Background: an optimization exercise with open tools, aiming at small area and a short achievable clock period. Do not read the settings as production practice.
Function was checked by simulation only, so behaviour that the tests miss may differ from the original.
Power is estimated from default activity; no workload was simulated.

$ cat flow/config.mk
export PLATFORM = sky130hd
export DESIGN_NAME = Processor_with_Power_Gating
export DESIGN_NICKNAME = Processor_with_Power_Gating
export VERILOG_FILES = /design/flow/design.v
export SDC_FILE = /design/flow/constraint.sdc
export NUM_CORES = 4
export LEC_CHECK = 0
export CAP_MARGIN = 20
export CORE_MARGIN = 2
export CORE_UTILIZATION = 40
export SLEW_MARGIN = 20
$ cat flow/constraint.sdc
create_clock -name core_clock -period 90.0 [get_ports {clk}]
set_input_delay 18.0000 -clock core_clock [delete_from_list [all_inputs] [get_ports {clk}]]
set_output_delay 18.0000 -clock core_clock [all_outputs]
set_load 0.01 [all_outputs]
$ cat flow/design.v
module pg_ctrl(
    input  wire clk,
    input  wire reset,
    input  wire active,
    output wire idle_detect,
    output wire power_gated,
    output wire clk_en
);
    reg [3:0] s;
    always @(posedge clk or posedge reset) begin
        if (reset)
            s <= 4'd0;
        else if (active)
            s <= 4'd0;
        else if (!s[3])
            s <= s + 4'd1;
    end
    assign idle_detect = s[3] | (s[2] & s[1]);
    assign power_gated = s[3];
    assign clk_en      = ~s[3];
endmodule
module ALU_with_power_gating(
    input  wire clk,
    input  wire reset,
    input  wire [3:0] A,
    input  wire [3:0] B,
    input  wire [2:0] opcode,
    output reg  [3:0] result,
    output wire idle_detect,
    output wire power_gated,
    output wire clk_en
);
    reg [3:0] prev_A, prev_B;
    reg [2:0] prev_opcode;
    wire activity_detected = (A != prev_A) || (B != prev_B) || (opcode != prev_opcode);
    always @(*) begin
        case (prev_opcode)
            3'b000: result = prev_A + prev_B;
            3'b001: result = prev_A - prev_B;
            3'b010: result = prev_A & prev_B;
            3'b011: result = prev_A | prev_B;
            3'b100: result = prev_A ^ prev_B;
            3'b101: result = ~prev_A;
            3'b110: result = prev_A << 1;
            default: result = prev_A >> 1;
        endcase
    end
    always @(posedge clk or posedge reset) begin
        if (reset) begin
            prev_A      <= 4'b0000;
            prev_B      <= 4'b0000;
            prev_opcode <= 3'b000;
        end else begin
            prev_A      <= A;
            prev_B      <= B;
            prev_opcode <= opcode;
        end
    end
    pg_ctrl ctrl (
        .clk(clk), .reset(reset), .active(activity_detected),
        .idle_detect(idle_detect), .power_gated(power_gated), .clk_en(clk_en)
    );
endmodule
module Memory_with_power_gating(
    input  wire clk,
    input  wire reset,
    input  wire [3:0] addr,
    input  wire [7:0] data_in,
    input  wire write_en,
    input  wire req_valid,
    output wire [7:0] data_out,
    output wire idle_detect,
    output wire power_gated,
    output wire clk_en
);
    reg [7:0] mem [0:15];
    reg [15:0] valid;
    reg [3:0] prev_addr;
    reg [7:0] prev_data_in;
    reg       prev_write_en;
    reg [3:0] rd_addr;
    wire activity_detected = req_valid || (addr != prev_addr) ||
                             (data_in != prev_data_in) || (write_en != prev_write_en);
    always @(posedge clk) begin
        if (req_valid && write_en)
            mem[addr] <= data_in;
    end
    always @(posedge clk or posedge reset) begin
        if (reset) begin
            valid         <= 16'd0;
            rd_addr       <= 4'd0;
            prev_addr     <= 4'd0;
            prev_data_in  <= 8'd0;
            prev_write_en <= 1'b0;
        end else begin
            if (req_valid && write_en)
                valid[addr] <= 1'b1;
            if (req_valid)
                rd_addr <= addr;
            prev_addr     <= addr;
            prev_data_in  <= data_in;
            prev_write_en <= write_en;
        end
    end
    assign data_out = valid[rd_addr] ? mem[rd_addr] : 8'd0;
    pg_ctrl ctrl (
        .clk(clk), .reset(reset), .active(activity_detected),
        .idle_detect(idle_detect), .power_gated(power_gated), .clk_en(clk_en)
    );
endmodule
module IO_with_power_gating(
    input  wire clk,
    input  wire reset,
    input  wire [7:0] io_in,
    input  wire write_en,
    input  wire read_request,
    output reg  [7:0] io_out,
    output wire idle_detect,
    output wire power_gated,
    output wire clk_en
);
    reg [7:0] prev_io_in;
    wire activity_detected = write_en || read_request || (io_in != prev_io_in);
    always @(posedge clk or posedge reset) begin
        if (reset) begin
            io_out     <= 8'b00000000;
            prev_io_in <= 8'b00000000;
        end else begin
            if (write_en)
                io_out <= io_in;
            prev_io_in <= io_in;
        end
    end
    pg_ctrl ctrl (
        .clk(clk), .reset(reset), .active(activity_detected),
        .idle_detect(idle_detect), .power_gated(power_gated), .clk_en(clk_en)
    );
endmodule
module Power_Management_Controller(
    input  wire clk,
    input  wire reset,
    input  wire alu_idle,
    input  wire mem_idle,
    input  wire io_idle,
    input  wire alu_power_gated,
    input  wire mem_power_gated,
    input  wire io_power_gated,
    output reg  system_power_save_mode,
    output reg  [1:0] active_modules_count,
    output wire [7:0] power_efficiency_metric
);
    reg [7:0] total_cycles;
    reg [7:0] gated_cycles;
    reg [6:0] metric;
    assign power_efficiency_metric = {1'b0, metric};
    wire [7:0]  d   = (total_cycles == 8'd0) ? 8'd1 : total_cycles;
    wire [14:0] num = gated_cycles * 7'd100;
    reg  [8:0]  p;
    reg  [9:0]  diff;
    reg  [6:0]  q;
    integer k;
    always @(*) begin
        p = num[14:6];
        for (k = 6; k >= 0; k = k - 1) begin
            diff = {1'b0, p} - {2'b00, d};
            q[k] = ~diff[9];
            if (k > 0)
                p = {(q[k] ? diff[7:0] : p[7:0]), num[k-1]};
        end
    end
    always @(posedge clk or posedge reset) begin
        if (reset) begin
            system_power_save_mode <= 1'b0;
            active_modules_count   <= 2'b11;
            metric                 <= 7'd0;
            total_cycles           <= 8'd0;
            gated_cycles           <= 8'd0;
        end else begin
            if (total_cycles != 8'd255)
                total_cycles <= total_cycles + 8'd1;
            active_modules_count <= {1'b0, ~alu_power_gated} + {1'b0, ~mem_power_gated} + {1'b0, ~io_power_gated};
            system_power_save_mode <= alu_power_gated & mem_power_gated & io_power_gated;
            if (system_power_save_mode && gated_cycles != 8'd255)
                gated_cycles <= gated_cycles + 8'd1;
            metric <= q;
        end
    end
endmodule
module Processor_with_Power_Gating(
    input  wire clk,
    input  wire reset,
    input  wire [3:0] alu_a,
    input  wire [3:0] alu_b,
    input  wire [2:0] alu_opcode,
    output wire [3:0] alu_result,
    input  wire [3:0] mem_addr,
    input  wire [7:0] mem_data_in,
    input  wire mem_write_en,
    input  wire mem_req_valid,
    output wire [7:0] mem_data_out,
    input  wire [7:0] io_in,
    input  wire io_write_en,
    input  wire io_read_request,
    output wire [7:0] io_out,
    output wire alu_idle,
    output wire mem_idle,
    output wire io_idle,
    output wire alu_power_gated,
    output wire mem_power_gated,
    output wire io_power_gated,
    output wire system_power_save_mode,
    output wire [1:0] active_modules_count,
    output wire [7:0] power_efficiency_metric,
    output wire alu_clk_en,
    output wire mem_clk_en,
    output wire io_clk_en
);
    ALU_with_power_gating alu_inst (
        .clk(clk),
        .reset(reset),
        .A(alu_a),
        .B(alu_b),
        .opcode(alu_opcode),
        .result(alu_result),
        .idle_detect(alu_idle),
        .power_gated(alu_power_gated),
        .clk_en(alu_clk_en)
    );
    Memory_with_power_gating mem_inst (
        .clk(clk),
        .reset(reset),
        .addr(mem_addr),
        .data_in(mem_data_in),
        .write_en(mem_write_en),
        .req_valid(mem_req_valid),
        .data_out(mem_data_out),
        .idle_detect(mem_idle),
        .power_gated(mem_power_gated),
        .clk_en(mem_clk_en)
    );
    IO_with_power_gating io_inst (
        .clk(clk),
        .reset(reset),
        .io_in(io_in),
        .write_en(io_write_en),
        .read_request(io_read_request),
        .io_out(io_out),
        .idle_detect(io_idle),
        .power_gated(io_power_gated),
        .clk_en(io_clk_en)
    );
    Power_Management_Controller pmc_inst (
        .clk(clk),
        .reset(reset),
        .alu_idle(alu_idle),
        .mem_idle(mem_idle),
        .io_idle(io_idle),
        .alu_power_gated(alu_power_gated),
        .mem_power_gated(mem_power_gated),
        .io_power_gated(io_power_gated),
        .system_power_save_mode(system_power_save_mode),
        .active_modules_count(active_modules_count),
        .power_efficiency_metric(power_efficiency_metric)
    );
endmodule
$ cat flow/run.sh
#!/bin/bash
# synth_recipe.tcl (not shown) runs the flow's synth.tcl, then flattens the netlist and writes it again
# the make line also repeats each setting of config.mk as NAME=value (left out here)
make -C /OpenROAD-flow-scripts/flow DESIGN_CONFIG=/design/flow/config.mk WORK_HOME=/design/flow/orfs CLKGATE_MAP_FILE= SYNTH_SCRIPT=/design/flow/synth_recipe.tcl finish
==> results.cfg <==
[floorplan]
floorplan.rows = 65
chipWidth_microns = 182
initial_core_util_pct = 40.5
dieHeight_microns = 182
io_pins = 77
dieArea_sq_um = 33300
coreArea_sq_um = 31500

[setup_path]
slowest_stage = dfrtp_1
end_kind = output port
critPathKind = reg -> out
required_ns = 72.00
r2r_slack_ns = 71.60
ff2ff_path_depth = 74
cp.arrival_ns = 3.43
crit_path_cell_trace = nor2_1 -> nand2_1 -> mux2i_1 -> ha_1 -> a21o_1 -> a21oi_1 -> xnor2_1 -> mux4_2 -> clkdlybuf4s50_1
rr_startpoint = pmc_inst.gated_cycles[3]
setup.worst_path.end = alu_result[3]
crit_path_start = alu_inst.prev_opcode[2]
max_stage_delay_ns = 0.61
rr_endpoint = pmc_inst.metric[0]
path_max_fanout = 13
worstSetupStartpointType = flip-flop

[power]
p_sw_share_pct = 23.7
p_sw_uw = 57.8
irDropWorstVdd_uv = 15.3
power.density_nw_per_um2 = 16.5
pwr-share-clk_pct = 42.4
intPower_uw = 186
p_total_uw = 244
p_seq_share_pct = 47.9
leakagePower_uw = 0.00613
combPwrFrac_pct = 9.7

[logic_synthesis]
ys_ff_latch = 226
netlist_instances = 1001
yosys_warnings = 5
ys_seq_area_share_pct = 49.5
synth_ff_type = edfxtp_1
yosysUniqueCellTypes = 63
syn_area_per_cell_sq_um = 12.7
async_reset_ff_share_pct = 43.4
synth_edf_count = 128
syn_nets = 1154
synthesis.area_sq_um = 12700

[clock_network]
insertion_delay_ns = 0.55
clk_pin_slew_ns = 0.06
holdBufCountCts = 0
cts_resized = 0
cts_tree = built
post_cts_buffers = 0
cts-htree-levels = 1
root_buffer = clkbuf_16
clockBufferDepth = 3
numCtsBuffers = 27
cts.sinks = 226

[timing]
min_period_ns = 21.43
finalSetupTns_ns = 0
worst_clock_skew_ns = 0.0180
fmax_mhz = 46.7
setup_violations = 0
worst_pin_slew_ns = 0.928
max_slew_margin_pct = 37.5
period_share_pct = 23.8
setup_ws_ns = 68.57
slew_violations = 0
rsz0062_at_grt = no
hold_violations = 0

[routing]
wl_per_cell_microns = 17.2
drtAntennaViolNets = 0
vias = 7853
drt_wl_total_mm = 26.1
drc = 0
drtIter0Drc = 412
viasPerCell = 5.20
first_pass_iters = 4

[finish]
antenna_cells = 0
seq_area_sq_um = 6300
fill_cells = 2788
drive_above_1_share_pct = 12.9
area_growth_pct = 16.1
layout.nets = 1241
multiInputGateArea_sq_um = 6090
fin_cells = 1511

[placement]
hpwl_mm = 18.9
place_congestion = 0.795
dp.cells = 1461
portBuffers = 75
pre_cts_ws_ns = 69.06

[hold_path]
hold_path_class = reg -> reg

[global_route]
grt_pass1_vias = 8107
grt_pass1_wl_mm = 43.3
antenna_found_initial = 0
overflow = 0
grt_max_degree = 70
grtUsageTotal_pct = 16.1

[job]
drv_cap = 0

[status]
outcome = finished clean
cell usage after synthesis (13+ instances only):
library cell / number / share of area, %
o21ai_0: 43 / 1.7
mux4_2: 45 / 8.0
edfxtp_1: 128 / 30
mux2_2: 34 / 3.0
xnor2_1: 49 / 3.4
a21oi_1: 50 / 2.0
dfrtp_1: 96 / 19
clkbuf_1: 13 / 0.38
nand2_1: 40 / 1.2
nor3_1: 16 / 0.63
a21o_1: 29 / 1.7
xor2_1: 42 / 2.9
nor2b_1: 20 / 0.98
nand3_1: 13 / 0.51
ha_1: 105 / 10
inv_1: 66 / 1.9
nor2_1: 62 / 1.8
and2_1: 17 / 0.84
per-layer routing:
metal | GRT usage [%] | wire length, microns | vias up
li1 | - | - | 3833
met1 | 22.2 | 12300 | 3865
met2 | 26.8 | 12200 | 128
met3 | 2.89 | 1040 | 27
met4 | 3.42 | 423 | 0
met5 | 0 | 0 | -
how the worst min path moves through the flow:
stage | endpoint | cells after the start | slack (ns) | start
6_report | mem_inst.valid[5] | 1 | 0.45 | mem_inst.valid[5]
5_1_grt | mem_inst.valid[4] | 1 | 0.47 | mem_inst.valid[4]
4_1_cts | mem_inst.valid[4] | 1 | 0.46 | mem_inst.valid[4]
3_5_place_dp | mem_inst.valid[5] | 1 | 0.44 | mem_inst.valid[5]
3_3_place_gp | mem_inst.valid[4] | 1 | 0.44 | mem_inst.valid[4]
2_1_floorplan | mem_inst.valid[10] | 1 | 0.42 | mem_inst.valid[10]
registers in the layout, indices dropped and copies added, names as in the netlist, 4 cells and up:
signal and count:
alu_inst.prev_A 4, io_inst.prev_io_in 8, alu_inst.prev_B 4, alu_inst.ctrl.s 4, pmc_inst.total_cycles 8, mem_inst.valid 16, mem_inst.rd_addr 4, mem_inst.prev_data_in 8
mem_inst.ctrl.s 4, mem_inst.prev_addr 4, pmc_inst.metric 7, io_inst.io_out 8, pmc_inst.gated_cycles 8, mem_inst.mem 128, io_inst.ctrl.s 4
kinds of logic (layout without fill, tap and decap cells):
kind of cell	after synthesis	after routing	share of synthesized area [%]
flip-flops	226	226	49.5
AND/OR/NAND/NOR	204	204	7.94
AO/OA/AOI/OAI	177	177	8.93
adder cells (fa/ha/maj)	116	116	12.0
multiplexers	96	96	12.6
XOR/XNOR	91	91	6.26
buffers and inverters	90	198	2.74
other	1	1	0.0294
power groups by stage:
stage / Combinational, uW / Sequential (uW) / Clock (uW)
floorplan: 15.6 / 117 / 0
global placement: 23.6 / 119 / 0
detailed placement: 24.1 / 119 / 0
CTS: 24.2 / 117 / 107
global route: 26.1 / 117 / 111
finish: 23.6 / 117 / 103
through the flow:
step	utilization (%)	hold slack, ns	instance area [sq um]
global placement	44.3	0.442	13900
finish	47.0	0.453	14800
floorplan	-	0.423	12700
detailed placement	44.3	0.443	13900
global route	47.0	0.469	14800
CTS	47.0	0.457	14800
placed cells by master, fill, tap and decap left out, drive strengths merged, types with 20 or more instances in the layout:
cell type / netlist / routed
edfxtp: 128 / 128
ha: 105 / 105
dfrtp: 96 / 96
clkdlybuf4s50: 0 / 75
inv: 66 / 70
nor2: 63 / 63
a21oi: 50 / 50
xnor2: 49 / 49
mux4: 45 / 45
o21ai: 43 / 43
xor2: 42 / 42
nand2: 41 / 41
mux2: 41 / 41
clkbuf: 13 / 33
a21o: 29 / 29
nor2b: 20 / 20
layout make-up:
cell class,instances,share of cell area [%]
Sequential cell,226,42.6
Multi-Input combinational cell,685,41.2
Timing Repair Buffer,81,5.38
Inverter,67,1.72
Clock buffer,33,4.72
Tap cell,402,3.40
Clock inverter,17,0.990
worst max-delay path: cells and delay by family, from the launching register on:
| kind | cells | cell delay, ns |
|---|---|---|
| AOI/OAI and AO/OA | 2 | 0.38 |
| adders and majority gates | 1 | 0.29 |
| muxes | 2 | 0.76 |
| DFF | 1 | 0.61 |
| buffers and inverters | 1 | 0.49 |
| and+or+nand+nor | 2 | 0.27 |
| xor gates and xnor gates | 1 | 0.09 |

## afterwards: timing with drivers on the ports
No port has a modelled driver above. Below, the same layout with a new extraction and two added sets of constraints.
Step 1 (the two cells are an assumption about what drives the block):
set clk [get_ports {clk}]
set_driving_cell -lib_cell sky130_fd_sc_hd__clkbuf_16 $clk
set_driving_cell -lib_cell sky130_fd_sc_hd__buf_2 [delete_from_list [all_inputs] $clk]
Step 2 also shifts input and output timing later by t, the mid clock arrival at the registers, as if the neighbouring blocks saw the same clock.
Slacks: no drivers / after step 1 / after step 2; pairs: no drivers / after step 1.
shift t [ns]: 0.590
setup slack, ns: 68.565 / 68.512 / 69.102
hold WS [ns]: 0.453 / 0.453 / 0.453
worst setup path after step 2: register to output
pins driven straight from the clock port: 1
After both steps setup and hold are still met in this run. For this run, drivers alone change the setup slack by -0.053 ns; drivers and shift together by +0.537 ns.
